Background: an optimization exercise with open tools, aiming at small area and a short achievable clock period. Do not read the settings as production practice.
The RTL was checked by simulation tests, not by an equivalence proof against the original design.
The clock cells of run 7 come from the design's own scripts or RTL, not from TritonCTS.
No driver is modelled on the clock port, so clock power and skew are understated where the tree is cut down; a real chip needs a root buffer or a tree.

<file path="flow/design.v">
module Conway(
    input clk,
    input load,
    input [255:0] data,
    output reg [255:0] q
);
wire [255:0] p, g, vs, vc, nxt;
genvar i, j;
generate
for (i = 0; i < 16; i = i + 1) begin : row
    for (j = 0; j < 16; j = j + 1) begin : col
        conway_ha hv (.a(q[16*((i+15)%16) + j]), .b(q[16*((i+1)%16) + j]),
                      .s(p[16*i+j]), .co(g[16*i+j]));
        conway_vsum vsum (.p(p[16*i+j]), .g(g[16*i+j]), .x(q[16*i+j]),
                          .s(vs[16*i+j]), .c(vc[16*i+j]));
    end
end
for (i = 0; i < 16; i = i + 1) begin : row2
    for (j = 0; j < 16; j = j + 1) begin : col2
        wire n0, k, e0, e1;
        conway_fa f1 (.a(vs[16*i + (j+15)%16]), .b(vs[16*i + (j+1)%16]), .c(p[16*i+j]), .s(n0), .co(k));
        conway_fa f2 (.a(vc[16*i + (j+15)%16]), .b(vc[16*i + (j+1)%16]), .c(g[16*i+j]), .s(e0), .co(e1));
        conway_glue gl (.n0(n0), .k(k), .e0(e0), .e1(e1), .x(q[16*i+j]), .load(load), .d(data[16*i+j]), .y(nxt[16*i+j]));
    end
end
endgenerate
always @(posedge clk) q <= nxt;
endmodule
module conway_fa(input a, input b, input c, output s, output co);
    assign {co, s} = a + b + c;
endmodule
module conway_ha(input a, input b, output s, output co);
    assign {co, s} = a + b;
endmodule
module conway_vsum(input p, input g, input x, output s, output c);
    conway_xor sx (.a(p), .b(x), .y(s));
    conway_ao  cx (.a(p), .b(x), .c(g), .y(c));
endmodule
module conway_xor(input a, input b, output y);
    assign y = a ^ b;
endmodule
module conway_ao(input a, input b, input c, output y);
    assign y = (a & b) | c;
endmodule
module conway_glue(input n0, input k, input e0, input e1, input x, input load, input d, output y);
    wire life = ~e1 & (e0 ^ k) & (n0 | x);
    assign y = load ? d : life;
endmodule
</file>
<file path="flow/flow/run.sh">
#!/bin/bash
# Standard ORFS layout with two changes:
#  - port buffers are plain buf_1 cells instead of the delay-buffer cells
#    buffer_ports picks by default;
#  - before floorplanning, combinational cells are set to drive strength 1
#    (flow/downsize.tcl); timing repair upsizes where needed.
set -euo pipefail
here=$(pwd)
export BUFFER_PORTS_ARGS="-buffer_cell sky130_fd_sc_hd__buf_1"
export PRE_FLOORPLAN_TCL="$here/flow/downsize.tcl"
bash standard.sh > standard.log 2>&1
</file>
<file path="flow/flow/downsize.tcl">
# Before floorplanning: give every combinational cell that synthesis mapped at
# a drive strength above 1 its _1 variant, when the library has one. Timing
# repair later upsizes again where a path needs it.
set db [ord::get_db]
set n 0
foreach inst [[ord::get_db_block] getInsts] {
  set master [$inst getMaster]
  set name [$master getName]
  if {[$master isSequential]} { continue }
  if {[regexp {^(sky130_fd_sc_hd__[a-z0-9]+)_([2-9]|1[0-9])$} $name -> base drive]} {
    set small [$db findMaster ${base}_1]
    if {$small ne "NULL" && $small ne ""} {
      $inst swapMaster $small
      incr n
    }
  }
}
puts "downsize: $n cells set to drive strength 1"
</file>
<file path="flow/standard.sh">
#!/bin/bash
# synth_recipe.tcl (not shown) runs the flow's synth.tcl, then flattens the netlist and writes it again
# the make line also repeats each setting of config.mk as NAME=value (left out here)
make -C /OpenROAD-flow-scripts/flow DESIGN_CONFIG=/design/flow/config.mk WORK_HOME=/design/flow/orfs CLKGATE_MAP_FILE= SYNTH_SCRIPT=/design/flow/synth_recipe.tcl "${@:-finish}"
</file>
<file path="flow/config.mk">
export PLATFORM = sky130hd
export DESIGN_NAME = Conway
export DESIGN_NICKNAME = Conway
export VERILOG_FILES = /design/flow/design.v
export SDC_FILE = /design/flow/constraint.sdc
export NUM_CORES = 4
export LEC_CHECK = 0
export CAP_MARGIN = 20
export CORE_MARGIN = 2
export CORE_UTILIZATION = 65
export SETUP_SLACK_MARGIN = 2.8
export SLEW_MARGIN = 20
export SYNTH_HIERARCHICAL = 1
export SYNTH_MINIMUM_KEEP_SIZE = 0
</file>
<file path="flow/constraint.sdc">
create_clock -name core_clock -period 5.0 [get_ports {clk}]
set_input_delay 1.0000 -clock core_clock [delete_from_list [all_inputs] [get_ports {clk}]]
set_output_delay 1.0000 -clock core_clock [all_outputs]
set_load 0.01 [all_outputs]
</file>
==> impl_metrics.prom, run 1 <==
# TYPE chip_impl_metric gauge
chip_impl_metric{name="ant_nets",unit=""} 0
chip_impl_info{name="registers.top_by_ff_count",value="q"} 1
chip_impl_metric{name="port-buffer-count",unit=""} 513
chip_impl_metric{name="fin_worst_hold_slack",unit="ns"} 0.564
chip_impl_info{name="critical-path-slowest-cell",value="sky130_fd_sc_hd__dfxtp_4"} 1
chip_impl_metric{name="drv.max_cap_violation_count",unit=""} 0
chip_impl_info{name="hold_path.class",value="flop to flop"} 1
chip_impl_metric{name="layout_min_cycle_time",unit="ns"} 2.20
chip_impl_metric{name="setup-tns-final",unit="ns"} 0
chip_impl_metric{name="finalNetCount",unit=""} 4145
chip_impl_metric{name="clock-skew-final",unit="ns"} 0.0114
chip_impl_info{name="cp_cell_instances",value="buf_1"} 1
chip_impl_metric{name="worst_slew_pin_slew",unit="ns"} 0.701
chip_impl_info{name="worstSetupStartpointType",value="flop"} 1
chip_impl_metric{name="drcViolationCount",unit=""} 0
chip_impl_metric{name="drt_first_pass_iters",unit=""} 5
chip_impl_metric{name="post_route_cells_drive_above_1_share",unit=""} 0.134
chip_impl_info{name="worst_setup_path_category",value="flop to primary output"} 1
chip_impl_metric{name="timing.final.max_slew_violations",unit=""} 0
chip_impl_metric{name="rr_worst_depth",unit=""} 5
chip_impl_metric{name="synth_warnings",unit=""} 7
chip_impl_metric{name="grt_antenna_before_repair",unit=""} 29
chip_impl_metric{name="count_of_pins_on_the_block_boundary",unit=""} 514
chip_impl_info{name="cts-root-buf",value="sky130_fd_sc_hd__clkbuf_16"} 1
chip_impl_metric{name="grt_start_max_net_pins",unit=""} 123
chip_impl_metric{name="grt_first_pass_wirelength",unit="um"} 145000
chip_impl_metric{name="final_setup_violating_endpoints",unit=""} 0
chip_impl_info{name="most_common_library_cell_in_the_layout_ignoring_fill_and_taps",value="sky130_fd_sc_hd__fa_1"} 1
chip_impl_metric{name="gp_congestion",unit=""} 1.02
chip_impl_metric{name="drt_first_iter_violations",unit=""} 1722
chip_impl_metric{name="maxSlewHeadroom",unit=""} 0.533
chip_impl_metric{name="max_reg_flops",unit=""} 256
chip_impl_metric{name="cts_num_sinks",unit=""} 256
chip_impl_metric{name="synthesis.nets",unit=""} 3586
chip_impl_metric{name="hold_depth",unit=""} 2
chip_impl_metric{name="final_hpwl_from_detailed_placement",unit="um"} 77800
chip_impl_metric{name="final_core_util",unit=""} 0.769
chip_impl_metric{name="dieArea",unit="um^2"} 46600
chip_impl_metric{name="crit_path_max_fanout",unit=""} 6
chip_impl_metric{name="totalWireLength",unit="um"} 94500
chip_impl_info{name="hold_path_end",value="q[142]"} 1
chip_impl_metric{name="fmax",unit="MHz"} 455
chip_impl_metric{name="worstPathBufferInverterCount",unit=""} 1
chip_impl_info{name="rsz0062_at_grt",value="yes"} 1
chip_impl_info{name="worst_path_dominant_cell_family",value="flip-flops"} 1
chip_impl_metric{name="die_w",unit="um"} 216
chip_impl_metric{name="syn_inst",unit=""} 2560
chip_impl_metric{name="hold_violations",unit=""} 0
chip_impl_metric{name="dieHeight",unit="um"} 216
chip_impl_metric{name="cts_made_buffers",unit=""} 36
chip_impl_metric{name="worstSkewPairLatency",unit="ns"} 0.56
chip_impl_metric{name="cp_data_arrival_time",unit="ns"} 1.20
chip_impl_metric{name="via_density_per_instance",unit=""} 6.26
chip_impl_metric{name="clk_pin_slew_worst_paths",unit="ns"} 0.05
chip_impl_metric{name="htreeDepth",unit=""} 2
chip_impl_info{name="worstHoldStart",value="q[142]"} 1
chip_impl_metric{name="floorplan.initialDensity",unit=""} 0.659
chip_impl_metric{name="grt_overflow_total",unit=""} 0
chip_impl_metric{name="placeableCoreArea",unit="um^2"} 44200
chip_impl_info{name="tritoncts",value="built"} 1
chip_impl_info{name="layout_common_cells",value="sky130_fd_sc_hd__fa_1, sky130_fd_sc_hd__buf_1"} 1
chip_impl_metric{name="cts-root-to-sink-buffers",unit=""} 3
chip_impl_metric{name="timing.final.crit_share",unit=""} 0.440
chip_impl_metric{name="stage_delay_of_the_slowest_cell_on_the_critical_path",unit="ns"} 0.45
chip_impl_metric{name="first_global_vias",unit=""} 25300
chip_impl_info{name="capturing_element_type_of_the_critical_path",value="primary output"} 1
chip_impl_info{name="r2r_start",value="q[193]"} 1
chip_impl_info{name="largest_registers",value="q: 256 flops"} 1
chip_impl_metric{name="critPathRequiredTime",unit="ns"} 4.00
chip_impl_metric{name="rrSetupSlack",unit="ns"} 2.82
chip_impl_metric{name="detailroute.via_count",unit=""} 23500
chip_impl_info{name="worst_r2r_endpoint",value="q[176]"} 1
chip_impl_metric{name="grtUsageTotal",unit=""} 0.409
chip_impl_info{name="outcome",value="no timing/DRC/antenna violations"} 1
chip_impl_metric{name="rows",unit=""} 77
chip_impl_metric{name="route.detailed.wl_per_inst",unit="um"} 25.2
-- worst max path at each step --
stage,start,end,depth (start not counted)
2_1_floorplan,q[31],q[0],5
3_3_place_gp,load,q[0],3
3_5_place_dp,load,q[42],3
4_1_cts,q[193],q[193],1
5_1_grt,q[25],q[42],5
6_report,q[64],q[64],1
-- worst register-to-register path: cells and delay by family, from the launching register on --
| kind | cells | cell delay, ns |
|---|---|---|
| AO/OA/AOI/OAI | 2 | 0.58 |
| XOR/XNOR | 1 | 0.16 |
| flip-flops | 1 | 0.48 |
| adder cells (fa/ha/maj) | 2 | 0.84 |
-- layer usage --
metal | wire length [um] | GRT usage | up-vias
li1 | - | - | 10300
met4 | 4300 | 0.183 | 20
met2 | 44500 | 0.659 | 1040
met3 | 9520 | 0.125 | 292
met5 | 131 | 0 | -
met1 | 36100 | 0.511 | 11800
-- metrics by stage --
step	std cells	setup WS, ns	instance area (um^2)
3_3_place_gp	3670	2.32	31900
4_1_cts	3731	2.77	33600
2_1_floorplan	2560	3.04	29100
3_5_place_dp	3670	2.28	31900
6_report	3751	2.80	34000
5_1_grt	3743	2.74	34000
-- cell type report --
cell class                 count  area (um^2)
clock buffer                  53         1100
tap                          592          741
antenna                       19         47.5
clock inverter                 6         55.1
sequential                   256         5610
multi-input combinational   2304        24300
timing repair buffer         521         2170
fill                        3068        10200
-- repair_timing --
action / CTS / global route
pin swaps: 0 / 4
resized for setup: 374 / 56
buffers inserted: 2 / 1
endpoints found under the setup margin: 383 / 122
hold buffers: 0 / 0
hold endpoints to repair: 0 / 0
==> run 2: changes to the inputs <==
--- a/flow/design.v
+++ b/flow/design.v
@@ -18,8 +18,8 @@
 for (i = 0; i < 16; i = i + 1) begin : row2
     for (j = 0; j < 16; j = j + 1) begin : col2
         wire n0, k, e0, e1;
-        conway_fa f1 (.a(vs[16*i + (j+15)%16]), .b(vs[16*i + (j+1)%16]), .c(p[16*i+j]), .s(n0), .co(k));
-        conway_fa f2 (.a(vc[16*i + (j+15)%16]), .b(vc[16*i + (j+1)%16]), .c(g[16*i+j]), .s(e0), .co(e1));
+        conway_fa f1 (.a(p[16*i+j]), .b(vs[16*i + (j+15)%16]), .c(vs[16*i + (j+1)%16]), .s(n0), .co(k));
+        conway_fa f2 (.a(g[16*i+j]), .b(vc[16*i + (j+15)%16]), .c(vc[16*i + (j+1)%16]), .s(e0), .co(e1));
         conway_glue gl (.n0(n0), .k(k), .e0(e0), .e1(e1), .x(q[16*i+j]), .load(load), .d(data[16*i+j]), .y(nxt[16*i+j]));
     end
 end
--- a/flow/config.mk
+++ b/flow/config.mk
@@ -8,7 +8,7 @@
 export CAP_MARGIN = 20
 export CORE_MARGIN = 2
 export CORE_UTILIZATION = 65
-export SETUP_SLACK_MARGIN = 2.8
+export SETUP_SLACK_MARGIN = 2.7
 export SLEW_MARGIN = 20
 export SYNTH_HIERARCHICAL = 1
 export SYNTH_MINIMUM_KEEP_SIZE = 0
==> run 2 against run 1 <==
Against the previous run:
- setup slack worse by 0.094 ns
- first-iteration DRC count is 8.0% higher
- clock skew up 0.0077 ns
- non-clock buffer count is 5 lower
- highest routed layer unchanged
==> impl_metrics.prom, run 2 <==
# TYPE chip_impl_metric gauge
chip_impl_info{name="worst_path_dominant_cell_family",value="flip-flops"} 1
chip_impl_info{name="worstSetupStartpointType",value="flop"} 1
chip_impl_metric{name="route.detailed.wl_per_inst",unit="um"} 25.3
chip_impl_metric{name="timing.final.max_slew_violations",unit=""} 0
chip_impl_metric{name="setup-tns-final",unit="ns"} 0
chip_impl_info{name="worst_setup_path_category",value="flop to primary output"} 1
chip_impl_metric{name="max_reg_flops",unit=""} 256
chip_impl_metric{name="clk_pin_slew_worst_paths",unit="ns"} 0.06
chip_impl_metric{name="grt_antenna_before_repair",unit=""} 28
chip_impl_metric{name="ant_nets",unit=""} 0
chip_impl_metric{name="stage_delay_of_the_slowest_cell_on_the_critical_path",unit="ns"} 0.54
chip_impl_metric{name="layout.area.seq",unit="um^2"} 5350
chip_impl_metric{name="cts_made_buffers",unit=""} 36
chip_impl_metric{name="first_global_vias",unit=""} 25400
chip_impl_metric{name="rr_worst_depth",unit=""} 5
chip_impl_metric{name="final_cells",unit=""} 3746
chip_impl_metric{name="grt_start_max_net_pins",unit=""} 152
chip_impl_metric{name="cts_num_sinks",unit=""} 256
chip_impl_metric{name="maxSlewHeadroom",unit=""} 0.435
chip_impl_metric{name="cp_data_arrival_time",unit="ns"} 1.29
chip_impl_metric{name="via_density_per_instance",unit=""} 6.31
chip_impl_metric{name="final_hpwl_from_detailed_placement",unit="um"} 79200
chip_impl_metric{name="grtUsageTotal",unit=""} 0.413
chip_impl_metric{name="worst_slew_pin_slew",unit="ns"} 0.847
chip_impl_info{name="layout_common_cells",value="sky130_fd_sc_hd__fa_1, sky130_fd_sc_hd__buf_1"} 1
chip_impl_info{name="cts-root-buf",value="sky130_fd_sc_hd__clkbuf_16"} 1
chip_impl_info{name="cp_cell_instances",value="buf_1"} 1
chip_impl_metric{name="drt_first_pass_iters",unit=""} 5
chip_impl_metric{name="worstSkewPairLatency",unit="ns"} 0.56
chip_impl_metric{name="drt_first_iter_violations",unit=""} 1859
chip_impl_metric{name="clock-skew-final",unit="ns"} 0.0191
chip_impl_metric{name="drcViolationCount",unit=""} 0
chip_impl_info{name="capturing_element_type_of_the_critical_path",value="primary output"} 1
chip_impl_metric{name="multi_input_comb_area",unit="um^2"} 24000
chip_impl_info{name="registers.top_by_ff_count",value="q"} 1
chip_impl_metric{name="hold_depth",unit=""} 2
chip_impl_metric{name="gp_congestion",unit=""} 1.03
chip_impl_metric{name="totalWireLength",unit="um"} 94900
chip_impl_info{name="critical-path-slowest-cell",value="sky130_fd_sc_hd__dfxtp_1"} 1
chip_impl_metric{name="crit_path_max_fanout",unit=""} 6
chip_impl_metric{name="dpl-instance-area",unit="um^2"} 31900
chip_impl_metric{name="floorplan.initialDensity",unit=""} 0.659
chip_impl_metric{name="dpl_worst_slack",unit="ns"} 2.27
chip_impl_metric{name="dieHeight",unit="um"} 216
chip_impl_metric{name="placeableCoreArea",unit="um^2"} 44200
chip_impl_info{name="largest_registers",value="q: 256 flops"} 1
chip_impl_info{name="worst_r2r_endpoint",value="q[107]"} 1
chip_impl_info{name="tritoncts",value="built"} 1
chip_impl_metric{name="rows",unit=""} 77
chip_impl_metric{name="synth_warnings",unit=""} 7
chip_impl_metric{name="fmax",unit="MHz"} 436
chip_impl_info{name="most_common_library_cell_in_the_layout_ignoring_fill_and_taps",value="sky130_fd_sc_hd__fa_1"} 1
chip_impl_metric{name="numPlacedInstances",unit=""} 3668
chip_impl_metric{name="post_route_cells_drive_above_1_share",unit=""} 0.0842
chip_impl_metric{name="grt_overflow_total",unit=""} 0
chip_impl_metric{name="final_setup_violating_endpoints",unit=""} 0
chip_impl_metric{name="finalNetCount",unit=""} 4140
chip_impl_metric{name="synthesis.nets",unit=""} 3586
chip_impl_metric{name="rrSetupSlack",unit="ns"} 2.77
chip_impl_metric{name="htreeDepth",unit=""} 2
chip_impl_metric{name="die_w",unit="um"} 216
chip_impl_metric{name="cts-root-to-sink-buffers",unit=""} 3
chip_impl_metric{name="hold_violations",unit=""} 0
chip_impl_metric{name="syn_inst",unit=""} 2560
chip_impl_info{name="worst_setup_path_startpoint",value="q[153]"} 1
chip_impl_info{name="outcome",value="no timing/DRC/antenna violations"} 1
chip_impl_info{name="rsz0062_at_grt",value="no"} 1
chip_impl_info{name="hold_path_end",value="q[183]"} 1
chip_impl_metric{name="setup_slack",unit="ns"} 2.71
chip_impl_metric{name="port-buffer-count",unit=""} 513
chip_impl_info{name="r2r_start",value="q[90]"} 1
chip_impl_metric{name="layout_min_cycle_time",unit="ns"} 2.29
chip_impl_metric{name="fill_cell_total_of_the_finished_layout",unit=""} 3167
chip_impl_metric{name="drv.max_cap_violation_count",unit=""} 0
chip_impl_info{name="worstHoldStart",value="q[183]"} 1
chip_impl_metric{name="final_cell_area",unit="um^2"} 33300
chip_impl_metric{name="worstPathBufferInverterCount",unit=""} 1
chip_impl_metric{name="count_of_pins_on_the_block_boundary",unit=""} 514
chip_impl_metric{name="timing.final.crit_share",unit=""} 0.459
chip_impl_metric{name="dieArea",unit="um^2"} 46600
chip_impl_metric{name="detailroute.via_count",unit=""} 23600
chip_impl_info{name="hold_path.class",value="flop to flop"} 1
chip_impl_metric{name="grt_first_pass_wirelength",unit="um"} 146000
chip_impl_metric{name="critPathRequiredTime",unit="ns"} 4.00
## run 2: changes by cell type in the layout (fill, tap and decap cells not counted), moves of 3 or more
cell	before	now
sky130_fd_sc_hd__buf_12	6	3
sky130_fd_sc_hd__dfxtp_4	64	0
sky130_fd_sc_hd__o41ai_2	28	0
sky130_fd_sc_hd__dfxtp_2	192	181
sky130_fd_sc_hd__o41ai_1	228	256
sky130_fd_sc_hd__buf_1	440	480
sky130_fd_sc_hd__clkbuf_2	9	5
sky130_fd_sc_hd__ha_1	253	256
sky130_fd_sc_hd__buf_6	3	0
sky130_fd_sc_hd__dfxtp_1	0	75
sky130_fd_sc_hd__ha_4	3	0
sky130_fd_sc_hd__clkbuf_8	11	6
sky130_fd_sc_hd__clkbuf_1	5	13
sky130_fd_sc_hd__buf_2	60	27
## run 2: how the worst max path moves through the flow
stage,end,slack (ns),cells past startpoint
detailed placement,q[137],2.27,4
finish,q[153],2.71,1
floorplan,q[0],3.06,5
global placement,q[203],2.34,3
global route,q[190],2.68,5
CTS,q[92],2.70,1
## run 2: layer usage
layer | global-route usage | wire length [um] | vias to the layer above | part of all wire
li1 | - | - | 10300 | -
met1 | 0.526 | 36700 | 11900 | 0.39
met2 | 0.652 | 44000 | 1098 | 0.46
met3 | 0.118 | 9010 | 299 | 0.095
met4 | 0.198 | 4980 | 22 | 0.053
met5 | 0 | 138 | - | 0.0015
## run 2: layout make-up
type | instances | share of cell area
clock buffer | 56 | 0.0318
tap | 592 | 0.0222
multi-input combinational | 2304 | 0.722
antenna | 18 | 0.00135
sequential | 256 | 0.161
clock inverter | 4 | 0.00135
timing repair buffer | 516 | 0.0610
## run 2: timing repair
item,CTS,global route
pin swaps,0,0
endpoints found under the setup margin,130,95
hold buffers,0,0
setup buffers,0,0
resized for setup,129,85
## run 2: metrics by stage
stage,utilization,hold WS (ns)
2_1_floorplan,-,0.589
3_5_place_dp,0.721,0.602
5_1_grt,0.753,0.602
4_1_cts,0.749,0.581
3_3_place_gp,0.721,0.590
6_report,0.753,0.579
==> run 3: changes to the inputs <==
--- a/flow/config.mk
+++ b/flow/config.mk
@@ -8,7 +8,7 @@
 export CAP_MARGIN = 20
 export CORE_MARGIN = 2
 export CORE_UTILIZATION = 65
-export SETUP_SLACK_MARGIN = 2.7
+export SETUP_SLACK_MARGIN = 2.9
 export SLEW_MARGIN = 20
 export SYNTH_HIERARCHICAL = 1
 export SYNTH_MINIMUM_KEEP_SIZE = 0
==> run 3 against run 2 <==
Against the previous run:
- non-clock buffer count increased by 244
- die area did not move
- critical endpoint is now q[158]
==> impl_metrics.prom, run 3 <==
# TYPE chip_impl_metric gauge
chip_impl_metric{name="die_w",unit="um"} 216
chip_impl_info{name="worstHoldStart",value="q[23]"} 1
chip_impl_metric{name="grt_antenna_before_repair",unit=""} 24
chip_impl_info{name="capturing_element_type_of_the_critical_path",value="flop"} 1
chip_impl_metric{name="setup-tns-final",unit="ns"} 0
chip_impl_metric{name="timing.final.max_slew_violations",unit=""} 0
chip_impl_metric{name="final_core_util",unit=""} 0.886
chip_impl_metric{name="maxSlewHeadroom",unit=""} 0.462
chip_impl_metric{name="count_of_pins_on_the_block_boundary",unit=""} 514
chip_impl_metric{name="drt_first_pass_iters",unit=""} 8
chip_impl_metric{name="timing.final.crit_share",unit=""} 0.514
chip_impl_metric{name="dr_wl_met2",unit="um"} 54200
chip_impl_metric{name="hold_violations",unit=""} 0
chip_impl_info{name="highest_signal_layer_in_the_routed_design",value="met5"} 1
chip_impl_metric{name="drv.max_cap_violation_count",unit=""} 0
chip_impl_metric{name="cp_data_arrival_time",unit="ns"} 2.99
chip_impl_metric{name="clk_pin_slew_worst_paths",unit="ns"} 0.06
chip_impl_metric{name="rows",unit=""} 77
chip_impl_metric{name="totalWireLength",unit="um"} 122000
chip_impl_info{name="outcome",value="no timing/DRC/antenna violations"} 1
chip_impl_metric{name="drt_first_iter_violations",unit=""} 3078
chip_impl_metric{name="fmax",unit="MHz"} 389
chip_impl_metric{name="rr_worst_depth",unit=""} 5
chip_impl_metric{name="clock-skew-final",unit="ns"} 0.0247
chip_impl_info{name="hold_path.class",value="flop to flop"} 1
chip_impl_info{name="worst_r2r_endpoint",value="q[158]"} 1
chip_impl_metric{name="synthesis.nets",unit=""} 3586
chip_impl_metric{name="grtUsageTotal",unit=""} 0.445
chip_impl_metric{name="worstSkewPairLatency",unit="ns"} 0.58
chip_impl_metric{name="cts-root-to-sink-buffers",unit=""} 3
chip_impl_metric{name="max_reg_flops",unit=""} 256
chip_impl_metric{name="gp_congestion",unit=""} 1.03
chip_impl_metric{name="rrSetupSlack",unit="ns"} 2.43
chip_impl_metric{name="ant_nets",unit=""} 0
chip_impl_metric{name="cts_made_buffers",unit=""} 36
chip_impl_info{name="layout_common_cells",value="sky130_fd_sc_hd__fa_1, sky130_fd_sc_hd__buf_4"} 1
chip_impl_info{name="largest_registers",value="q: 256 flops"} 1
chip_impl_metric{name="grt_overflow_total",unit=""} 0
chip_impl_metric{name="detailroute.via_count",unit=""} 27700
chip_impl_info{name="r2r_start",value="q[143]"} 1
chip_impl_metric{name="worst_slew_pin_slew",unit="ns"} 0.807
chip_impl_metric{name="htreeDepth",unit=""} 2
chip_impl_metric{name="synth_warnings",unit=""} 7
chip_impl_info{name="tritoncts",value="built"} 1
chip_impl_metric{name="grt_start_max_net_pins",unit=""} 152
chip_impl_metric{name="grt_first_pass_wirelength",unit="um"} 157000
chip_impl_info{name="hold_path_end",value="q[23]"} 1
chip_impl_metric{name="dieHeight",unit="um"} 216
chip_impl_metric{name="final_setup_violating_endpoints",unit=""} 0
chip_impl_metric{name="port-buffer-count",unit=""} 513
chip_impl_metric{name="drcViolationCount",unit=""} 0
chip_impl_info{name="most_common_library_cell_in_the_layout_ignoring_fill_and_taps",value="sky130_fd_sc_hd__fa_1"} 1
chip_impl_info{name="rsz0062_at_grt",value="yes"} 1
chip_impl_metric{name="syn_inst",unit=""} 2560
chip_impl_metric{name="cts_num_sinks",unit=""} 256
chip_impl_metric{name="route.detailed.wl_per_inst",unit="um"} 30.7
chip_impl_metric{name="via_density_per_instance",unit=""} 6.93
chip_impl_metric{name="dieArea",unit="um^2"} 46600
chip_impl_metric{name="holdBufCountCts",unit=""} 0
chip_impl_metric{name="final_hpwl_from_detailed_placement",unit="um"} 79200
chip_impl_metric{name="first_global_vias",unit=""} 27300
chip_impl_metric{name="layout_min_cycle_time",unit="ns"} 2.57
chip_impl_info{name="worstSetupStartpointType",value="flop"} 1
chip_impl_metric{name="route.met3.wl",unit="um"} 16200
chip_impl_metric{name="critPathRequiredTime",unit="ns"} 5.42
chip_impl_metric{name="post_route_cells_drive_above_1_share",unit=""} 0.304
chip_impl_metric{name="crit_path_max_fanout",unit=""} 5
chip_impl_metric{name="finalNetCount",unit=""} 4384
chip_impl_info{name="cts-root-buf",value="sky130_fd_sc_hd__clkbuf_16"} 1
chip_impl_metric{name="floorplan.initialDensity",unit=""} 0.659
chip_impl_info{name="registers.top_by_ff_count",value="q"} 1
chip_impl_metric{name="wl_met1",unit="um"} 40300
chip_impl_metric{name="placeableCoreArea",unit="um^2"} 44200
chip_impl_metric{name="hold_depth",unit=""} 2
chip_impl_info{name="worst_setup_path_category",value="flop to flop"} 1
-- run 3: worst max-delay path by stage --
stage	to	slack, ns	startpoint
3_3_place_gp	q[203]	2.34	load
4_1_cts	q[28]	2.84	q[28]
2_1_floorplan	q[0]	3.06	q[31]
5_1_grt	q[153]	2.35	q[168]
6_report	q[158]	2.43	q[143]
3_5_place_dp	q[137]	2.27	load
-- run 3: metrics by stage --
step / instances / hold slack (ns) / cell area [um^2] / setup WS [ns]
6_report: 3994 / 0.567 / 39200 / 2.43
5_1_grt: 3985 / 0.595 / 39200 / 2.35
4_1_cts: 3916 / 0.567 / 36700 / 2.84
3_5_place_dp: 3668 / 0.602 / 31900 / 2.27
3_3_place_gp: 3668 / 0.590 / 31900 / 2.34
2_1_floorplan: 2560 / 0.589 / 29100 / 3.06
-- run 3: area by class of cell --
type                       instances  area (um^2)
multi-input combinational       2304        25800
sequential                       256         6090
clock inverter                     4         45.0
antenna                           22         55.1
fill                            1921         5030
clock buffer                      56         1060
timing repair buffer             760         5450
tap                              592          741
-- run 3: metal layers --
layer,vias to the layer above,global-route usage
met2,2401,0.711
met4,16,0.254
li1,10800,-
met3,938,0.125
met1,13500,0.543
met5,-,0
-- run 3: worst max-delay path, stage by stage, from the launching register on --
cell	delay [ns]
sky130_fd_sc_hd__dfxtp_4	0.39
sky130_fd_sc_hd__ha_2	0.39
sky130_fd_sc_hd__xor2_1	0.41
sky130_fd_sc_hd__fa_1	0.51
sky130_fd_sc_hd__nor2_1	0.54
sky130_fd_sc_hd__o41ai_2	0.17
-- run 3: timing repair --
| action | 4_1_cts | 5_1_grt |
|---|---|---|
| endpoints found under the setup margin | 501 | 287 |
| pin swaps | 2 | 75 |
| buffers inserted | 188 | 56 |
| resized for setup | 1001 | 261 |
==> run 4: changes to the inputs <==
--- a/flow/config.mk
+++ b/flow/config.mk
@@ -8,7 +8,7 @@
 export CAP_MARGIN = 20
 export CORE_MARGIN = 2
 export CORE_UTILIZATION = 65
-export SETUP_SLACK_MARGIN = 2.9
+export SETUP_SLACK_MARGIN = 2.8
 export SLEW_MARGIN = 20
 export SYNTH_HIERARCHICAL = 1
 export SYNTH_MINIMUM_KEEP_SIZE = 0
==> run 4 against run 3 <==
Against the previous run:
- sequential share of layout area grew 0.98 points
- clock skew shrank 0.0065 ns
- synthesized cell count is the same
- via count shrank 14%
- global-route usage shrank 3.0 points
- setup slack gained 0.38 ns
- die area is the same
- wire length shrank 22%
- critical path depth shrank 4
- largest cell class unchanged
- core utilization shrank 12 points
==> impl_metrics.prom, run 4 <==
# TYPE chip_impl_metric gauge
chip_impl_info{name="cp_cell_instances",value="buf_1"} 1
chip_impl_metric{name="count_of_pins_on_the_block_boundary",unit=""} 514
chip_impl_metric{name="port-buffer-count",unit=""} 513
chip_impl_metric{name="final_setup_violating_endpoints",unit=""} 0
chip_impl_metric{name="first_global_vias",unit=""} 25400
chip_impl_metric{name="timing.final.crit_share",unit=""} 0.438
chip_impl_metric{name="fill_cell_total_of_the_finished_layout",unit=""} 3077
chip_impl_info{name="rsz0062_at_grt",value="no"} 1
chip_impl_metric{name="grt_overflow_total",unit=""} 0
chip_impl_metric{name="route.met3.wl",unit="um"} 9220
chip_impl_metric{name="clk_pin_slew_worst_paths",unit="ns"} 0.05
chip_impl_metric{name="worstSkewPairLatency",unit="ns"} 0.56
chip_impl_metric{name="grt_antenna_before_repair",unit=""} 27
chip_impl_metric{name="fin_worst_hold_slack",unit="ns"} 0.568
chip_impl_metric{name="critPathRequiredTime",unit="ns"} 4.00
chip_impl_metric{name="placeableCoreArea",unit="um^2"} 44200
chip_impl_metric{name="wl_met1",unit="um"} 36700
chip_impl_metric{name="rows",unit=""} 77
chip_impl_metric{name="worst_slew_pin_slew",unit="ns"} 0.739
chip_impl_metric{name="grt_first_pass_wirelength",unit="um"} 146000
chip_impl_info{name="tritoncts",value="built"} 1
chip_impl_metric{name="route.detailed.wl_per_inst",unit="um"} 25.5
chip_impl_info{name="capturing_element_type_of_the_critical_path",value="primary output"} 1
chip_impl_info{name="outcome",value="no timing/DRC/antenna violations"} 1
chip_impl_metric{name="final_hpwl_from_detailed_placement",unit="um"} 79200
chip_impl_metric{name="synthesis.nets",unit=""} 3586
chip_impl_info{name="highest_signal_layer_in_the_routed_design",value="met5"} 1
chip_impl_metric{name="gp_congestion",unit=""} 1.03
chip_impl_info{name="worstSetupStartpointType",value="flop"} 1
chip_impl_metric{name="dieArea",unit="um^2"} 46600
chip_impl_metric{name="layout_min_cycle_time",unit="ns"} 2.19
chip_impl_metric{name="dieHeight",unit="um"} 216
chip_impl_metric{name="setup-tns-final",unit="ns"} 0
chip_impl_metric{name="grt_start_max_net_pins",unit=""} 152
chip_impl_metric{name="cts_num_sinks",unit=""} 256
chip_impl_metric{name="cp_data_arrival_time",unit="ns"} 1.19
chip_impl_metric{name="crit_path_max_fanout",unit=""} 6
chip_impl_info{name="worst_setup_path_category",value="flop to primary output"} 1
chip_impl_metric{name="finalNetCount",unit=""} 4140
chip_impl_metric{name="drcViolationCount",unit=""} 0
chip_impl_metric{name="ant_nets",unit=""} 0
chip_impl_metric{name="multi_input_comb_area",unit="um^2"} 24200
chip_impl_metric{name="totalWireLength",unit="um"} 95600
chip_impl_metric{name="final_core_util",unit=""} 0.764
chip_impl_metric{name="syn_inst",unit=""} 2560
chip_impl_metric{name="maxSlewHeadroom",unit=""} 0.508
chip_impl_metric{name="post_route_cells_drive_above_1_share",unit=""} 0.140
chip_impl_metric{name="stage_delay_of_the_slowest_cell_on_the_critical_path",unit="ns"} 0.46
chip_impl_metric{name="max_reg_flops",unit=""} 256
chip_impl_metric{name="die_w",unit="um"} 216
chip_impl_metric{name="synth_warnings",unit=""} 7
chip_impl_metric{name="drv.max_cap_violation_count",unit=""} 0
chip_impl_info{name="worst_path_dominant_cell_family",value="flip-flops"} 1
chip_impl_info{name="largest_registers",value="q: 256 flops"} 1
chip_impl_metric{name="drt_first_pass_iters",unit=""} 7
chip_impl_metric{name="dr_wl_met2",unit="um"} 44800
chip_impl_metric{name="floorplan.initialDensity",unit=""} 0.659
chip_impl_info{name="hold_path.class",value="flop to flop"} 1
chip_impl_metric{name="fmax",unit="MHz"} 457
chip_impl_metric{name="cts_made_buffers",unit=""} 36
chip_impl_metric{name="detailroute.via_count",unit=""} 23700
chip_impl_metric{name="htreeDepth",unit=""} 2
chip_impl_info{name="cts-root-buf",value="sky130_fd_sc_hd__clkbuf_16"} 1
chip_impl_metric{name="holdBufCountCts",unit=""} 0
chip_impl_info{name="layout_common_cells",value="sky130_fd_sc_hd__fa_1, sky130_fd_sc_hd__buf_1"} 1
chip_impl_info{name="critical-path-slowest-cell",value="sky130_fd_sc_hd__dfxtp_2"} 1
chip_impl_metric{name="hold_violations",unit=""} 0
chip_impl_metric{name="timing.final.max_slew_violations",unit=""} 0
chip_impl_metric{name="drt_first_iter_violations",unit=""} 1830
chip_impl_metric{name="layout.area.seq",unit="um^2"} 5570
chip_impl_metric{name="cts-root-to-sink-buffers",unit=""} 3
chip_impl_metric{name="clock-skew-final",unit="ns"} 0.0182
chip_impl_info{name="registers.top_by_ff_count",value="q"} 1
chip_impl_metric{name="worstPathBufferInverterCount",unit=""} 1
chip_impl_info{name="most_common_library_cell_in_the_layout_ignoring_fill_and_taps",value="sky130_fd_sc_hd__fa_1"} 1
chip_impl_metric{name="via_density_per_instance",unit=""} 6.33
chip_impl_metric{name="grtUsageTotal",unit=""} 0.415
## run 4: what timing repair did
item / in CTS / in global routing
setup buffers: 0 / 0
hold endpoints to repair: 0 / 0
resized for setup: 368 / 72
setup endpoints to repair: 304 / 254
pin swaps: 0 / 0
## run 4: metrics by stage
| stage | worst slack, ns | area, um^2 | instances |
|---|---|---|---|
| floorplan | 3.06 | 29100 | 2560 |
| global placement | 2.34 | 31900 | 3668 |
| detailed placement | 2.27 | 31900 | 3668 |
| CTS | 2.77 | 33500 | 3728 |
| global route | 2.80 | 33700 | 3741 |
| finish | 2.81 | 33800 | 3748 |
## run 4: cell type report
cell class / instances / share of cell area
clock buffers: 56 / 0.0313
repair buffers: 516 / 0.0632
multi-input cells: 2304 / 0.716
flip-flops and latches: 256 / 0.165
diodes: 20 / 0.00148
clock inverters: 4 / 0.00133
well taps: 592 / 0.0219
## run 4: routing by layer
metal | global-route usage | vias to the layer above
met3 | 0.116 | 278
met5 | 0 | -
met1 | 0.529 | 12000
met2 | 0.659 | 1139
met4 | 0.193 | 20
li1 | - | 10300
## run 4: path summary, 6_finish.rpt
| check | to | from | slack [ns] | depth (start not counted) |
|---|---|---|---|---|
| hold / removal | q[102] | q[102] | 0.57 | 2 |
| setup reg to reg | q[113] | q[96] | 2.85 | 5 |
| setup / recovery | q[80] | q[80] | 2.81 | 1 |
| hold reg to reg | q[102] | q[102] | 0.57 | 2 |
==> run 5: changes to the inputs <==
--- a/flow/config.mk
+++ b/flow/config.mk
@@ -8,6 +8,7 @@
 export CAP_MARGIN = 20
 export CORE_MARGIN = 2
 export CORE_UTILIZATION = 65
+export CTS_BUF_LIST = sky130_fd_sc_hd__clkbuf_8
 export SETUP_SLACK_MARGIN = 2.8
 export SLEW_MARGIN = 20
 export SYNTH_HIERARCHICAL = 1
==> run 5 against run 4 <==
Against the previous run:
- still clean on timing, DRC and antenna
- synthesized cell count is the same
- clock skew rose by 0.024 ns
- final cell count up 9.4%
- first-iteration DRC count up 140%
- flip-flop and latch count stayed put
- global-route usage increased by 6.4 points
- fmax is 26% lower
- worst hold slack lost 0.088 ns
- core utilization is 14 points higher
- register-to-register slack worse by 0.83 ns
- wire length is 44% higher
- critical endpoint is now q[94]
==> impl_metrics.prom, run 5 <==
# TYPE chip_impl_metric gauge
chip_impl_metric{name="holdBufCountCts",unit=""} 0
chip_impl_info{name="cts-root-buf",value="sky130_fd_sc_hd__clkbuf_8"} 1
chip_impl_metric{name="rows",unit=""} 77
chip_impl_metric{name="placeableCoreArea",unit="um^2"} 44200
chip_impl_metric{name="worst_slew_pin_slew",unit="ns"} 1.09
chip_impl_metric{name="grt_first_pass_wirelength",unit="um"} 167000
chip_impl_metric{name="port-buffer-count",unit=""} 513
chip_impl_metric{name="drt_first_pass_iters",unit=""} 7
chip_impl_metric{name="cts-root-to-sink-buffers",unit=""} 3
chip_impl_metric{name="route.detailed.wl_per_inst",unit="um"} 33.6
chip_impl_info{name="outcome",value="no timing/DRC/antenna violations"} 1
chip_impl_metric{name="maxSlewHeadroom",unit=""} 0.269
chip_impl_metric{name="count_of_pins_on_the_block_boundary",unit=""} 514
chip_impl_metric{name="post_route_cells_drive_above_1_share",unit=""} 0.348
chip_impl_metric{name="wl_met1",unit="um"} 43500
chip_impl_metric{name="stage_delay_of_the_slowest_cell_on_the_critical_path",unit="ns"} 0.77
chip_impl_info{name="cp_cell_instances",value="buf_4 -> ha_2 -> xor2_1 -> fa_1 -> nor2_1 -> o41ai_1"} 1
chip_impl_metric{name="dr_wl_met2",unit="um"} 58000
chip_impl_metric{name="final_setup_violating_endpoints",unit=""} 0
chip_impl_metric{name="cts_made_buffers",unit=""} 52
chip_impl_metric{name="clock-skew-final",unit="ns"} 0.0423
chip_impl_metric{name="layout_min_cycle_time",unit="ns"} 2.98
chip_impl_metric{name="drcViolationCount",unit=""} 0
chip_impl_metric{name="via_density_per_instance",unit=""} 7.26
chip_impl_metric{name="first_global_vias",unit=""} 28300
chip_impl_metric{name="drv.max_cap_violation_count",unit=""} 0
chip_impl_info{name="rsz0062_at_grt",value="yes"} 1
chip_impl_metric{name="ant_nets",unit=""} 0
chip_impl_metric{name="timing.final.crit_share",unit=""} 0.595
chip_impl_metric{name="final_hpwl_from_detailed_placement",unit="um"} 79200
chip_impl_metric{name="setup-tns-final",unit="ns"} 0
chip_impl_metric{name="route.met3.wl",unit="um"} 21100
chip_impl_metric{name="cts_num_sinks",unit=""} 256
chip_impl_metric{name="grt_antenna_before_repair",unit=""} 35
chip_impl_info{name="most_common_library_cell_in_the_layout_ignoring_fill_and_taps",value="sky130_fd_sc_hd__fa_1"} 1
chip_impl_metric{name="critPathRequiredTime",unit="ns"} 5.51
chip_impl_metric{name="timing.final.max_slew_violations",unit=""} 0
chip_impl_info{name="worst_setup_path_category",value="flop to flop"} 1
chip_impl_info{name="worst_path_dominant_cell_family",value="adder cells"} 1
chip_impl_metric{name="max_reg_flops",unit=""} 256
chip_impl_metric{name="dieHeight",unit="um"} 216
chip_impl_info{name="largest_registers",value="q: 256 flops"} 1
chip_impl_info{name="worstSetupStartpointType",value="flop"} 1
chip_impl_metric{name="clk_pin_slew_worst_paths",unit="ns"} 0.07
chip_impl_info{name="tritoncts",value="built"} 1
chip_impl_info{name="layout_common_cells",value="sky130_fd_sc_hd__fa_1, sky130_fd_sc_hd__buf_4"} 1
chip_impl_metric{name="crit_path_max_fanout",unit=""} 5
chip_impl_metric{name="totalWireLength",unit="um"} 138000
chip_impl_metric{name="cp_data_arrival_time",unit="ns"} 3.49
chip_impl_metric{name="grt_start_max_net_pins",unit=""} 152
chip_impl_info{name="hold_path.class",value="input pin to flop"} 1
chip_impl_metric{name="worstPathBufferInverterCount",unit=""} 1
chip_impl_metric{name="synthesis.nets",unit=""} 3586
chip_impl_metric{name="htreeDepth",unit=""} 2
chip_impl_metric{name="dieArea",unit="um^2"} 46600
chip_impl_metric{name="finalNetCount",unit=""} 4478
chip_impl_info{name="highest_signal_layer_in_the_routed_design",value="met5"} 1
chip_impl_info{name="registers.top_by_ff_count",value="q"} 1
chip_impl_metric{name="synth_warnings",unit=""} 7
chip_impl_metric{name="die_w",unit="um"} 216
chip_impl_metric{name="drt_first_iter_violations",unit=""} 4445
chip_impl_metric{name="floorplan.initialDensity",unit=""} 0.659
chip_impl_metric{name="detailroute.via_count",unit=""} 29800
chip_impl_metric{name="grtUsageTotal",unit=""} 0.479
chip_impl_metric{name="worstSkewPairLatency",unit="ns"} 0.71
chip_impl_metric{name="syn_inst",unit=""} 2560
chip_impl_info{name="capturing_element_type_of_the_critical_path",value="flop"} 1
chip_impl_info{name="critical-path-slowest-cell",value="sky130_fd_sc_hd__nor2_1"} 1
chip_impl_metric{name="grt_overflow_total",unit=""} 0
chip_impl_metric{name="hold_violations",unit=""} 0
chip_impl_metric{name="gp_congestion",unit=""} 1.03
chip_impl_metric{name="fmax",unit="MHz"} 336
[run 5: changes by cell type in the layout (fill, tap and decap cells not counted), sizes merged]
cell,previous run,this run
buf,498,838
clkinv,3,2
clkbuf,74,66
inv,0,18
bufinv,1,0
diode,20,25
[run 5: final cells by class]
| type | instances | area, um^2 |
|---|---|---|
| Antenna cell | 25 | 62.6 |
| Clock buffer | 66 | 908 |
| Clock inverter | 20 | 77.6 |
| Fill cell | 1707 | 4360 |
| Multi-Input combinational cell | 2304 | 26700 |
| Sequential cell | 256 | 6090 |
| Tap cell | 592 | 741 |
| Timing Repair Buffer | 838 | 5250 |
[run 5: per-layer routing]
| metal | up-vias | global-route usage |
|---|---|---|
| met2 | 3188 | 0.756 |
| met1 | 14400 | 0.589 |
| met5 | - | 0 |
| met3 | 1294 | 0.144 |
| li1 | 10900 | - |
| met4 | 34 | 0.270 |
[run 5: path summary, 6_finish.rpt]
| kind | from | end | slack (ns) | cells past startpoint |
|---|---|---|---|---|
| setup reg to reg | q[109] | q[94] | 2.02 | 6 |
| hold / removal | data[159] | q[159] | 0.48 | 3 |
| hold reg to reg | q[231] | q[231] | 0.59 | 2 |
| setup / recovery | q[109] | q[94] | 2.02 | 6 |
[run 5: stage by stage]
stage | instance area, um^2 | hold WS [ns] | setup WS, ns | std cells | utilization
floorplan | 29100 | 0.589 | 3.06 | 2560 | -
global placement | 31900 | 0.590 | 2.34 | 3668 | 0.721
detailed placement | 31900 | 0.602 | 2.27 | 3668 | 0.721
CTS | 37000 | 0.479 | 2.74 | 4070 | 0.836
global route | 39800 | 0.496 | 2.17 | 4093 | 0.901
finish | 39900 | 0.481 | 2.02 | 4101 | 0.901
[run 5: worst reg2reg max path, stage by stage (launching register included)]
cell                      delay, ns
sky130_fd_sc_hd__dfxtp_4       0.34
sky130_fd_sc_hd__buf_4         0.17
sky130_fd_sc_hd__ha_2          0.42
sky130_fd_sc_hd__xor2_1        0.33
sky130_fd_sc_hd__fa_1          0.50
sky130_fd_sc_hd__nor2_1        0.77
sky130_fd_sc_hd__o41ai_1       0.25
[run 5: what timing repair did]
item | in CTS | in global routing
buffers inserted | 316 | 6
endpoints found under the setup margin | 295 | 245
resized for setup | 907 | 340
pin swaps | 0 | 133
==> run 6: changes to the inputs <==
==> flow/flow/run.sh (replaced) <==
#!/bin/bash
# Standard ORFS layout with three changes:
#  - port buffers are plain buf_1 cells instead of the delay-buffer cells
#    buffer_ports picks by default;
#  - before floorplanning, combinational cells are set to drive strength 1
#    (flow/downsize.tcl); timing repair upsizes where needed;
#  - the clock tree is a balanced two-level tree (flow/my_cts.tcl: one root
#    buffer, one leaf buffer per group of about 21 registers) instead of
#    TritonCTS's three levels, for a shorter insertion delay.
set -euo pipefail
here=$(pwd)
export BUFFER_PORTS_ARGS="-buffer_cell sky130_fd_sc_hd__buf_1"
export PRE_FLOORPLAN_TCL="$here/flow/downsize.tcl"
export PRE_CTS_TCL="$here/flow/pre_cts.tcl"
bash standard.sh > standard.log 2>&1
==> flow/flow/my_cts.tcl (new file) <==
# Two-level clock tree: the clock port drives one root buffer at the centre of
# the registers, which drives one leaf buffer per group of registers; the
# registers are split into nx x ny groups of equal size by position.
set nx 2
set ny 6
set leaf_master sky130_fd_sc_hd__clkbuf_16
set root_master sky130_fd_sc_hd__clkbuf_16
set db [ord::get_db]
set block [ord::get_db_block]
set clk_net [$block findNet clk]
set sinks {}
foreach it [$clk_net getITerms] {
  set inst [$it getInst]
  lassign [$inst getLocation] x y
  set m [$inst getMaster]
  lappend sinks [list $it [expr {$x + [$m getWidth]/2}] [expr {$y + [$m getHeight]/2}]]
}
set n [llength $sinks]
puts "my_cts: $n sinks"
# split by x into nx columns, each column by y into ny groups
set byx [lsort -integer -index 1 $sinks]
set groups {}
set per_col [expr {double($n) / $nx}]
for {set c 0} {$c < $nx} {incr c} {
  set col [lrange $byx [expr {int(round($c*$per_col))}] [expr {int(round(($c+1)*$per_col))-1}]]
  set col [lsort -integer -index 2 $col]
  set m [llength $col]
  set per [expr {double($m) / $ny}]
  for {set r 0} {$r < $ny} {incr r} {
    lappend groups [lrange $col [expr {int(round($r*$per))}] [expr {int(round(($r+1)*$per))-1}]]
  }
}
set lm [$db findMaster $leaf_master]
set rm [$db findMaster $root_master]
set root_net [odb::dbNet_create $block clknet_root]
$root_net setSigType CLOCK
set k 0
set sx 0; set sy 0
foreach grp $groups {
  set cx 0; set cy 0
  foreach s $grp { incr cx [lindex $s 1]; incr cy [lindex $s 2] }
  set cx [expr {$cx / [llength $grp]}]
  set cy [expr {$cy / [llength $grp]}]
  set leaf [odb::dbInst_create $block $lm clkbuf_leaf_$k]
  $leaf setLocation [expr {$cx - [$lm getWidth]/2}] [expr {$cy - [$lm getHeight]/2}]
  $leaf setPlacementStatus PLACED
  set net [odb::dbNet_create $block clknet_leaf_$k]
  $net setSigType CLOCK
  foreach s $grp {
    set it [lindex $s 0]
    $it disconnect
    $it connect $net
  }
  [$leaf findITerm X] connect $net
  [$leaf findITerm A] connect $root_net
  incr sx $cx; incr sy $cy
  puts "my_cts: leaf $k at ($cx, $cy) drives [llength $grp] sinks"
  incr k
}
set rx [expr {$sx / $k}]
set ry [expr {$sy / $k}]
set root [odb::dbInst_create $block $rm clkbuf_root]
$root setLocation [expr {$rx - [$rm getWidth]/2}] [expr {$ry - [$rm getHeight]/2}]
$root setPlacementStatus PLACED
[$root findITerm A] connect $clk_net
[$root findITerm X] connect $root_net
puts "my_cts: root at ($rx, $ry) drives $k leaves"
==> flow/flow/pre_cts.tcl (new file) <==
# Build the two-level clock tree of my_cts.tcl in place of TritonCTS; the rest
# of ORFS's CTS step (legalisation, timing repair) runs as usual.
source [file join [file dirname [info script]] my_cts.tcl]
rename clock_tree_synthesis tritoncts_unused
proc clock_tree_synthesis {args} {
  puts "my_cts: clock tree built by my_cts.tcl, TritonCTS not run"
}
--- a/flow/config.mk
+++ b/flow/config.mk
@@ -8,8 +8,7 @@
 export CAP_MARGIN = 20
 export CORE_MARGIN = 2
 export CORE_UTILIZATION = 65
-export CTS_BUF_LIST = sky130_fd_sc_hd__clkbuf_8
-export SETUP_SLACK_MARGIN = 2.8
+export SETUP_SLACK_MARGIN = 3.0
 export SLEW_MARGIN = 20
 export SYNTH_HIERARCHICAL = 1
 export SYNTH_MINIMUM_KEEP_SIZE = 0
==> run 6 against run 5 <==
Against the previous run:
- the flow now stops in 5_1_grt
- synthesized cell count unchanged
==> impl_metrics.prom, run 6 <==
# TYPE chip_impl_metric gauge
chip_impl_info{name="outcome",value="did not finish"} 1
chip_impl_info{name="lastStage",value="5_1_grt"} 1
chip_impl_info{name="toolErrorMsg",value="[ERROR GRT-0232] Routing congestion too high. Check the congestion heatmap in the GUI."} 1
chip_impl_metric{name="syn_inst",unit=""} 2560
chip_impl_metric{name="grt_antenna_before_repair",unit=""} 39
chip_impl_metric{name="grtUsageTotal",unit=""} 0.824
chip_impl_metric{name="port-buffer-count",unit=""} 513
chip_impl_metric{name="final_hpwl_from_detailed_placement",unit="um"} 79200
chip_impl_metric{name="rows",unit=""} 77
chip_impl_metric{name="cts_post_setup_buffers_inserted",unit=""} 0
chip_impl_info{name="worst_endpoint",value="q[229]"} 1
chip_impl_metric{name="synthesis.nets",unit=""} 3586
chip_impl_metric{name="dieHeight",unit="um"} 216
chip_impl_metric{name="gp_congestion",unit=""} 1.03
chip_impl_metric{name="dpl_worst_slack",unit="ns"} 2.27
chip_impl_info{name="worstEndpointType",value="primary output"} 1
chip_impl_metric{name="synth_warnings",unit=""} 7
chip_impl_metric{name="die_w",unit="um"} 216
chip_impl_metric{name="floorplan.initialDensity",unit=""} 0.659
chip_impl_metric{name="grt_overflow_total",unit=""} 40
chip_impl_metric{name="grt_start_max_net_pins",unit=""} 41
chip_impl_metric{name="count_of_pins_on_the_block_boundary",unit=""} 514
run 6: worst max-delay path by stage:
stage / endpoint / slack, ns / cells past startpoint
4_1_cts: q[105] / 2.96 / 5
3_5_place_dp: q[137] / 2.27 / 4
3_3_place_gp: q[203] / 2.34 / 3
2_1_floorplan: q[0] / 3.06 / 5
run 6: routing by layer:
layer	track usage	GRT overflow
met1	0.803	0
met2	0.954	7
met3	0.738	15
met4	0.818	13
met5	0.461	5
run 6: stage by stage:
step / util / cell area [um^2] / cells
global placement: 0.721 / 31900 / 3668
CTS: 0.814 / 36000 / 3698
floorplan: - / 29100 / 2560
detailed placement: 0.721 / 31900 / 3668
run 6: repair_timing:
action / in CTS
endpoints found under the setup margin: 256
hold buffers: 0
resized for setup: 634
cloned: 17
pin swaps: 20
==> run 7: changes to the inputs <==
--- a/flow/config.mk
+++ b/flow/config.mk
@@ -8,7 +8,7 @@
 export CAP_MARGIN = 20
 export CORE_MARGIN = 2
 export CORE_UTILIZATION = 65
-export SETUP_SLACK_MARGIN = 3.0
+export SETUP_SLACK_MARGIN = 2.9
 export SLEW_MARGIN = 20
 export SYNTH_HIERARCHICAL = 1
 export SYNTH_MINIMUM_KEEP_SIZE = 0
==> run 7 against run 6 <==
Against the previous run:
- synthesized cell count unchanged
- now clean on timing, DRC and antenna
==> impl_metrics.prom, run 7 <==
# TYPE chip_impl_metric gauge
chip_impl_info{name="most_common_library_cell_in_the_layout_ignoring_fill_and_taps",value="sky130_fd_sc_hd__fa_1"} 1
chip_impl_info{name="outcome",value="no timing/DRC/antenna violations"} 1
chip_impl_metric{name="count_of_pins_on_the_block_boundary",unit=""} 514
chip_impl_metric{name="critPathRequiredTime",unit="ns"} 5.32
chip_impl_metric{name="ant_nets",unit=""} 0
chip_impl_metric{name="dpl-instance-area",unit="um^2"} 31900
chip_impl_metric{name="cp_data_arrival_time",unit="ns"} 2.63
chip_impl_metric{name="final_setup_violating_endpoints",unit=""} 0
chip_impl_metric{name="placeableCoreArea",unit="um^2"} 44200
chip_impl_metric{name="syn_inst",unit=""} 2560
chip_impl_info{name="layout_common_cells",value="sky130_fd_sc_hd__fa_1, sky130_fd_sc_hd__buf_1"} 1
chip_impl_metric{name="grt_antenna_before_repair",unit=""} 28
chip_impl_info{name="capturing_element_type_of_the_critical_path",value="flop"} 1
chip_impl_metric{name="dieArea",unit="um^2"} 46600
chip_impl_info{name="largest_registers",value="q: 256 flops"} 1
chip_impl_metric{name="synthesis.nets",unit=""} 3586
chip_impl_metric{name="drt_first_iter_violations",unit=""} 2175
chip_impl_metric{name="totalWireLength",unit="um"} 105000
chip_impl_metric{name="fin_worst_hold_slack",unit="ns"} 0.586
chip_impl_metric{name="first_global_vias",unit=""} 25600
chip_impl_metric{name="max_reg_flops",unit=""} 256
chip_impl_metric{name="gp_congestion",unit=""} 1.03
chip_impl_metric{name="drt_first_pass_iters",unit=""} 5
chip_impl_metric{name="grtUsageTotal",unit=""} 0.423
chip_impl_metric{name="timing.final.max_slew_violations",unit=""} 0
chip_impl_metric{name="setup-tns-final",unit="ns"} 0
chip_impl_info{name="registers.top_by_ff_count",value="q"} 1
chip_impl_info{name="hold_path.class",value="flop to flop"} 1
chip_impl_metric{name="timing.final.crit_share",unit=""} 0.462
chip_impl_metric{name="clk_pin_slew_worst_paths",unit="ns"} 0.11
chip_impl_info{name="worst_setup_path_category",value="flop to flop"} 1
chip_impl_metric{name="floorplan.initialDensity",unit=""} 0.659
chip_impl_metric{name="rrSetupSlack",unit="ns"} 2.69
chip_impl_metric{name="hold_violations",unit=""} 0
chip_impl_metric{name="holdBufCountCts",unit=""} 0
chip_impl_metric{name="maxSlewHeadroom",unit=""} 0.640
chip_impl_metric{name="final_cell_area",unit="um^2"} 36100
chip_impl_metric{name="via_density_per_instance",unit=""} 6.64
chip_impl_metric{name="route.detailed.wl_per_inst",unit="um"} 28.0
chip_impl_metric{name="clock-skew-final",unit="ns"} 0.0141
chip_impl_metric{name="layout_min_cycle_time",unit="ns"} 2.31
chip_impl_metric{name="worst_slew_pin_slew",unit="ns"} 0.538
chip_impl_metric{name="crit_path_max_fanout",unit=""} 6
chip_impl_metric{name="grt_first_pass_wirelength",unit="um"} 150000
chip_impl_info{name="rsz0062_at_grt",value="yes"} 1
chip_impl_metric{name="drv.max_cap_violation_count",unit=""} 0
chip_impl_metric{name="detailroute.via_count",unit=""} 24800
chip_impl_metric{name="synth_warnings",unit=""} 7
chip_impl_metric{name="die_w",unit="um"} 216
chip_impl_metric{name="dieHeight",unit="um"} 216
chip_impl_metric{name="rows",unit=""} 77
chip_impl_metric{name="grt_overflow_total",unit=""} 0
chip_impl_metric{name="finalNetCount",unit=""} 4153
chip_impl_metric{name="port-buffer-count",unit=""} 513
chip_impl_metric{name="worstSkewPairLatency",unit="ns"} 0.47
chip_impl_metric{name="grt_start_max_net_pins",unit=""} 44
chip_impl_metric{name="fmax",unit="MHz"} 433
chip_impl_metric{name="drcViolationCount",unit=""} 0
chip_impl_metric{name="post_route_cells_drive_above_1_share",unit=""} 0.216
chip_impl_metric{name="final_hpwl_from_detailed_placement",unit="um"} 79200
chip_impl_info{name="worstSetupStartpointType",value="flop"} 1
run 7: routing by layer:
metal	track usage	vias to the layer above	share of wire
met4	0.187	16	0.053
met2	0.677	1577	0.48
met5	0	-	0.00090
met1	0.549	12600	0.37
met3	0.106	345	0.10
li1	-	10300	-
run 7: through the flow:
| stage | utilization | cells | worst slack [ns] |
|---|---|---|---|
| floorplan | - | 2560 | 3.06 |
| global placement | 0.721 | 3668 | 2.34 |
| detailed placement | 0.721 | 3668 | 2.27 |
| CTS | 0.743 | 3692 | 2.87 |
| global route | 0.815 | 3733 | 2.69 |
| finish | 0.815 | 3738 | 2.69 |
run 7: what timing repair did:
item | 4_1_cts | 5_1_grt
pin swaps | 0 | 35
setup buffers | 0 | 25
setup endpoints to repair | 255 | 453
gates cloned | 11 | 0
endpoints found under the hold margin | 0 | 0
gates resized for setup | 250 | 605
run 7: final cells by class:
type                            instances  area [um^2]
Multi-Input combinational cell       2304        26200
Fill cell                            2577         8170
Sequential cell                       256         6000
Timing Repair Buffer                  552         2700
Tap cell                              592          741
Buffer                                 13          325
Antenna cell                           21         52.6
run 7: critical path: stages (launching register included):
cell and delay (ns):
sky130_fd_sc_hd__dfxtp_4 0.40, sky130_fd_sc_hd__ha_1 0.37, sky130_fd_sc_hd__a21o_1 0.26, sky130_fd_sc_hd__fa_1 0.52, sky130_fd_sc_hd__xnor2_1 0.18, sky130_fd_sc_hd__o41ai_1 0.44
run 7: final timing paths:
path                                to  cells after the start  startpoint
worst min register to register   q[23]                      2       q[23]
worst max register to register  q[158]                      5      q[141]
worst max-delay path            q[158]                      5      q[141]
worst min-delay path             q[23]                      2       q[23]

-- separate check: timing with driven ports --
No port has a modelled driver above. Below, the same layouts with a new extraction and two added sets of constraints. Step 1 sets driving cells, clkbuf_16 on the clock port and buf_2 on the other inputs (assumed; they add their load-dependent delay and slew). Step 2 moves the port delays by t, midway between the first and last clock arrival at a register: inputs arrive t later, outputs are due t later. That takes back most of the time a late clock gives input paths. Slacks: ideal ports / drivers / drivers and shift; pairs: ideal ports / drivers.
| run | t (ns) | slack for setup (ns) | worst hold slack (ns) | worst setup path after step 2 | pins driven straight from the clock port |
|---|---|---|---|---|---|
| run 1 | 0.614 | 2.802 / 2.740 / 2.391 | 0.564 / 0.564 / 0.564 | input to register | 1 |
| run 2 | 0.619 | 2.707 / 2.640 / 2.227 | 0.579 / 0.579 / 0.579 | input to register | 1 |
| run 3 | 0.629 | 2.430 / 2.430 / 2.228 | 0.567 / 0.567 / 0.567 | input to register | 1 |
| run 4 | 0.615 | 2.810 / 2.746 / 2.351 | 0.568 / 0.568 / 0.568 | input to register | 1 |
| run 5 | 0.744 | 2.023 / 2.023 / 2.023 | 0.481 / 0.452 / 0.593 | register to register | 1 |
| run 7 | 0.520 | 2.688 / 2.688 / 2.648 | 0.586 / 0.586 / 0.586 | input to register | 1 |
After both steps setup and hold are still met in every run listed. For run 2, which loses most, drivers alone change the setup slack by -0.067 ns; drivers and shift together by -0.480 ns.
